Context: an optimization exercise on an open-source flow, tuned for small area. The choices shown serve that exercise and are no tape-out recipe.
Function was checked by simulation only, so behaviour that the tests miss may differ from the original.
Power figures rest on the tool's default switching activity, not on a simulated workload.

==> flow/design.v <==
module chan_ctrl
(
	input  wire clk,  
	input  wire rst_n,
	output wire [ 6:0] rd_addr,
	input  wire [31:0] rd_data,
	output wire [ 6:0] wr_addr,
	output wire [31:0] wr_data,
	output wire        wr_stb,
	input  wire        sync_stb,
	input  wire [31:0] ch_enas,
	output reg  [ 7:0] out_data,
	output wire        out_stb_addr,  
	output wire        out_stb_mix    
);
	localparam [4:0] W0  = 5'd10;   
	localparam [4:0] W2  = 5'd1;
	localparam [4:0] W3  = 5'd9;
	localparam [4:0] B0  = 5'd8;   
	localparam [4:0] B1  = 5'd4;
	localparam [4:0] B3  = 5'd5;
	localparam [4:0] BS  = 5'd15;   
	localparam [4:0] O0  = 5'd20;   
	localparam [4:0] O2  = 5'd27;
	localparam [4:0] A0  = 5'd14;   
	localparam [4:0] A3  = 5'd2;
	localparam [4:0] SZ  = 5'd11;  
	localparam [4:0] LP  = 5'd12;  
	localparam [4:0] SV  = 5'd13;  
	localparam [4:0] NE  = 5'd6;  
	localparam [4:0] ND0 = 5'd0;  
	localparam [4:0] ND2 = 5'd16;
	reg [4:0] st, next_st;
	reg [4:0] curr_ch;
	reg [31:0] offset;
	reg        c12;      
	reg        flag;     
	reg [5:0]  vol_l;    
	reg [5:0]  vol_r;    
	reg [13:0] base;     
	wire ch_ena = ch_enas[curr_ch];
	wire last   = &curr_ch;
	always @*
	case( st )
	W0:  next_st = sync_stb ? B0 : W0;
	W2:  next_st = sync_stb ? B3 : W3;
	W3:  next_st = sync_stb ? B0 : W0;
	B0:  next_st = ch_ena ? O0 : ND0;
	B3:  next_st = ch_ena ? O0 : ND0;
	B1:  next_st = ch_ena ? O2 : ND2;
	BS:  next_st = W2;
	O0:  next_st = A0;
	O2:  next_st = A3;
	A0:  next_st = SZ;
	A3:  next_st = SZ;
	SZ:  next_st = LP;
	LP:  next_st = SV;
	SV:  next_st = NE;
	NE:  next_st = last ? BS : B1;
	ND0: next_st = last ? BS : B1;
	ND2: next_st = last ? BS : B1;
	default: next_st = W0;
	endcase
	always @(posedge clk)
	if( !rst_n )
		st <= W0;
	else
		st <= next_st;
	wire s_next = (st==NE) || (st==ND0) || (st==ND2);
	wire s_offs = (st==O0) || (st==O2);
	wire s_add  = (st==A0) || (st==A3);
	wire s_size = (st==SZ);
	wire s_loop = (st==LP);
	wire s_save = (st==SV);
	wire [4:0] ch_inc;
	assign ch_inc[0] = s_next;
	genvar ci;
	generate
	for( ci=1; ci<5; ci=ci+1 ) begin: chi
		assign ch_inc[ci] = ch_inc[ci-1] & curr_ch[ci-1];
	end
	endgenerate
	always @(posedge clk)
		curr_ch <= {5{rst_n}} & (curr_ch ^ ch_inc);
	wire [12:0] lo;
	chan_ctrl_add12 u_lo (.a(offset[11:0]), .b(rd_data[25:14]), .s(lo));
	reg  [19:0] bop;
	always @*
	if( s_add )
		bop = {14'd0, rd_data[31:26]};
	else if( s_size )
		bop = ~rd_data[27:8];
	else if( s_loop )
		bop = flag ? rd_data[27:8] : 20'd0;
	else if( s_save )
		bop = 20'hFFFFF;
	else
		bop = {base[11:0], 8'd0};
	wire        cin = s_add || ((s_size || s_save) && c12);
	wire [20:0] hi;
	chan_ctrl_add20 u_hi (.a(offset[31:12]), .b(bop), .ci(cin), .s(hi));
	wire s_hw  = s_add || s_loop || s_save;
	wire h_lo  = !(s_offs || s_add);
	wire h_hi  = !(s_offs || s_hw);
	always @(posedge clk)
	begin
		offset[11:0]  <= ({12{s_offs}} & rd_data[11:0]) | ({12{s_add}} & lo[11:0]) | ({12{h_lo}} & offset[11:0]);
		offset[31:12] <= ({20{s_offs}} & rd_data[31:12]) | ({20{s_hw}} & hi[19:0]) | ({20{h_hi}} & offset[31:12]);
	end
	always @(posedge clk)
	begin
		c12  <= (s_add & lo[12]) | (!(s_add || s_next) & c12);
		flag <= (s_add & hi[20]) | (!s_add & (flag | (s_size & hi[20])));
	end
	wire s_ne   = (st==NE);
	wire h_vol  = !(s_add || s_next);
	wire h_b0   = !(s_size || s_ne);
	wire h_b1   = !(s_loop || s_ne);
	wire [5:0] vr_in = rd_data[5:0] ^ {6{rd_data[12]}};
	wire [13:0] bsum = {base[13:12] + {1'b0, hi[20]}, hi[19:8]};
	always @(posedge clk)
	begin
		vol_l       <= ({6{s_add}} & rd_data[11:6]) | ({6{s_next}} & offset[17:12]) | ({6{h_vol}} & vol_l);
		vol_r[1:0]  <= ({2{s_add}} & vr_in[1:0]) | ({2{s_next}} & offset[19:18]) | ({2{h_vol}} & vol_r[1:0]);
		vol_r[5:2]  <= ({4{s_add}} & vr_in[5:2]) | ({4{h_vol}} & vol_r[5:2]);
		base[7:0]   <= ({8{s_size}} & rd_data[7:0]) | ({8{s_ne}} & bsum[7:0]) | ({8{h_b0}} & base[7:0]);
		base[13:8]  <= ({6{s_loop}} & rd_data[5:0]) | ({6{s_ne}} & bsum[13:8]) | ({6{h_b1}} & base[13:8]);
	end
	wire [1:0] ra;
	assign ra[0] = (st==W2) || (st==O0) || (st==O2) || (st==ND0) || (st==ND2) ||
	               (st==SZ) || (st==LP) || (st==SV) || (st==NE);
	assign ra[1] = (st==A0) || (st==A3) || (st==SZ) || (st==LP) || (st==SV) || (st==NE);
	assign rd_addr = {curr_ch, ra};
	assign wr_addr = {curr_ch, 2'd0};
	assign wr_data = offset;
	assign wr_stb  = (st==NE);
	assign out_stb_mix  = rst_n && ( (st==LP) || (st==SV) || (st==NE) );
	assign out_stb_addr = rst_n && ( (st==B1) || (st==BS) || (st==O2) || (st==ND2) ||
	                                 (st==W2) || (st==A3) || (st==B3) || (st==W3) );
	always @*
	case( st )
	LP:          out_data = offset[11:4];
	SV:          out_data = {2'd0, vol_l};
	NE:          out_data = {2'd0, vol_r};
	B1, BS:      out_data = {2'd0, base[13:8]};
	O2, ND2, W2: out_data = base[7:0];
	default:     out_data = {vol_r[1:0], vol_l};
	endcase
endmodule
module chan_ctrl_add12
(
	input  wire [11:0] a,
	input  wire [11:0] b,
	output wire [12:0] s
);
	wire [11:0] g = a & b;
	wire [11:0] p = a ^ b;
	wire [12:0] c;
	assign c[0] = 1'b0;
	genvar gi;
	generate
	for( gi=0; gi<12; gi=gi+2 ) begin: grp
		assign c[gi+1] = g[gi] | p[gi] & c[gi];
		assign c[gi+2] = g[gi+1] | p[gi+1] & g[gi] | p[gi+1] & p[gi] & c[gi];
	end
	endgenerate
	assign s = {c[12], p ^ c[11:0]};
endmodule
module chan_ctrl_add20
(
	input  wire [19:0] a,
	input  wire [19:0] b,
	input  wire        ci,
	output wire [20:0] s
);
	wire [19:0] g = a & b;
	wire [19:0] p = a ^ b;
	wire [10:0] c;    
	wire [10:0] c0;   
	wire [10:0] c1;   
	assign c[0]  = ci;
	assign c0[0] = 1'b0;
	assign c1[0] = 1'b1;
	genvar gi;
	generate
	for( gi=0; gi<10; gi=gi+2 ) begin: grp
		assign c[gi+1]  = g[gi] | p[gi] & c[gi];
		assign c[gi+2]  = g[gi+1] | p[gi+1] & g[gi] | p[gi+1] & p[gi] & c[gi];
		assign c0[gi+1] = g[gi+10] | p[gi+10] & c0[gi];
		assign c0[gi+2] = g[gi+11] | p[gi+11] & g[gi+10] | p[gi+11] & p[gi+10] & c0[gi];
		assign c1[gi+1] = g[gi+10] | p[gi+10] & c1[gi];
		assign c1[gi+2] = g[gi+11] | p[gi+11] & g[gi+10] | p[gi+11] & p[gi+10] & c1[gi];
	end
	endgenerate
	wire [10:0] cu = c[10] ? c1 : c0;
	assign s = {cu[10], p ^ {cu[9:0], c[9:0]}};
endmodule
export LEC_CHECK = 0
export CAP_MARGIN = 20
export CORE_MARGIN = 2
export CORE_UTILIZATION = 65
export SLEW_MARGIN = 20
create_clock -name core_clock -period 5.0 [get_ports {clk}]
standard.sh (not shown) runs the stock make flow with config.mk's settings and CLKGATE_MAP_FILE= SYNTH_SCRIPT=/design/flow/synth_recipe.tcl, a recipe that flattens the netlist after the stock synthesis.
==> flow/flow/run.sh <==
#!/bin/bash
# Own layout flow. Synthesis: the standard synthesis, then the same
# synthesis again with an ABC mapping of its own (flow/own_abc.tcl, flow/abc.script); the
# second netlist is used only if its registers are exactly the standard
# synthesis's (names and cell types), else the standard one is kept.
# Layout: the standard ORFS steps, with port buffers of the smallest buffer
# cell and a small clock tree without dummy loads. Each tool's output goes
# to its own log in this folder.
set -euo pipefail
R=orfs/results/sky130hd/chan_ctrl/base
bash standard.sh synth > synth_standard.log 2>&1
cp $R/1_2_yosys.v standard_1_2_yosys.v
{ head -1 synth_recipe.tcl; cat flow/own_abc.tcl; tail -n +2 synth_recipe.tcl; } > own_synth.tcl
export OWN_ABC_SCRIPT=$PWD/flow/abc.script
bash standard.sh clean_synth > clean_synth.log 2>&1
if bash standard.sh SYNTH_SCRIPT=$PWD/own_synth.tcl synth > synth_own.log 2>&1 &&
   python3 flow/regs.py standard_1_2_yosys.v $R/1_2_yosys.v > regs_check.log 2>&1; then
  echo "using the own synthesis" >> regs_check.log
else
  echo "using the standard synthesis" >> regs_check.log
  bash standard.sh clean_synth > clean_synth2.log 2>&1
  bash standard.sh synth > synth_standard2.log 2>&1
fi
export BUFFER_PORTS_ARGS="-buffer_cell sky130_fd_sc_hd__buf_1"
export GPL_KEEP_OVERFLOW=0
export CTS_ARGS="-sink_clustering_enable -repair_clock_nets -dont_use_dummy_load -root_buf sky130_fd_sc_hd__clkbuf_8 -buf_list {sky130_fd_sc_hd__clkbuf_4}"
bash standard.sh finish > layout.log 2>&1
Other scripts of this flow, unchanged in this note and not shown: flow/flow/abc.script, flow/flow/own_abc.tcl, flow/flow/regs.py
Next try:
--- a/flow/design.v
+++ b/flow/design.v
@@ -16,22 +16,22 @@
 	localparam [4:0] W0  = 5'd10;   
 	localparam [4:0] W2  = 5'd1;
 	localparam [4:0] W3  = 5'd9;
 	localparam [4:0] B0  = 5'd8;   
 	localparam [4:0] B1  = 5'd4;
 	localparam [4:0] B3  = 5'd5;
-	localparam [4:0] BS  = 5'd15;   
-	localparam [4:0] O0  = 5'd20;   
-	localparam [4:0] O2  = 5'd27;
+	localparam [4:0] BS  = 5'd0;   
+	localparam [4:0] O0  = 5'd27;   
+	localparam [4:0] O2  = 5'd20;
 	localparam [4:0] A0  = 5'd14;   
 	localparam [4:0] A3  = 5'd2;
 	localparam [4:0] SZ  = 5'd11;  
 	localparam [4:0] LP  = 5'd12;  
 	localparam [4:0] SV  = 5'd13;  
 	localparam [4:0] NE  = 5'd6;  
-	localparam [4:0] ND0 = 5'd0;  
+	localparam [4:0] ND0 = 5'd15;  
 	localparam [4:0] ND2 = 5'd16;
 	reg [4:0] st, next_st;
 	reg [4:0] curr_ch;
 	reg [31:0] offset;
 	reg        c12;      
 	reg        flag;     
After rerunning: Via count grows by 3.3%. Count of clock-buffer cells in the layout does not change. Die area stays flat. Worst hold slack gains 14 ps. Clock power came out lower by about 1%. Setup slack loses 110 ps. Synthesized cell count shrinks by 1.6%. Design area hardly moves.

## static timing again, ports no longer ideal
In the flow no input, the clock included, has a driving cell. The finished layouts below were timed again as built, in two steps. Step 1: set_driving_cell puts a clkbuf_16 on clk and a buf_2 on each other input, an assumption about the parent block. Step 2 adds t to the input delays and takes it off the output delays; t is the mean of the earliest and latest rising clock arrival at the registers after step 1. Input paths then give back, and output paths get back, about the clock's delay inside the block. Three values: ideal, step 1, step 2; two values: the first two.
| run | shift t [ns] | setup slack, ns | worst hold slack (ns) | worst setup path at the end | worst register clock-pin slew, ns |
|---|---|---|---|---|---|
| the first run | 0.383 | 0.301 / 0.301 / 0.273 | 0.463 / 0.463 / 0.463 | input to register | 0.08 / 0.08 |
| the second run | 0.384 | 0.191 / 0.191 / 0.043 | 0.476 / 0.476 / 0.476 | input to register | 0.09 / 0.09 |
After both steps setup and hold are still met in every run listed. The setup slack of the second run, which loses most, moves by 0.000 ns with the drivers and by -0.148 ns with both steps.
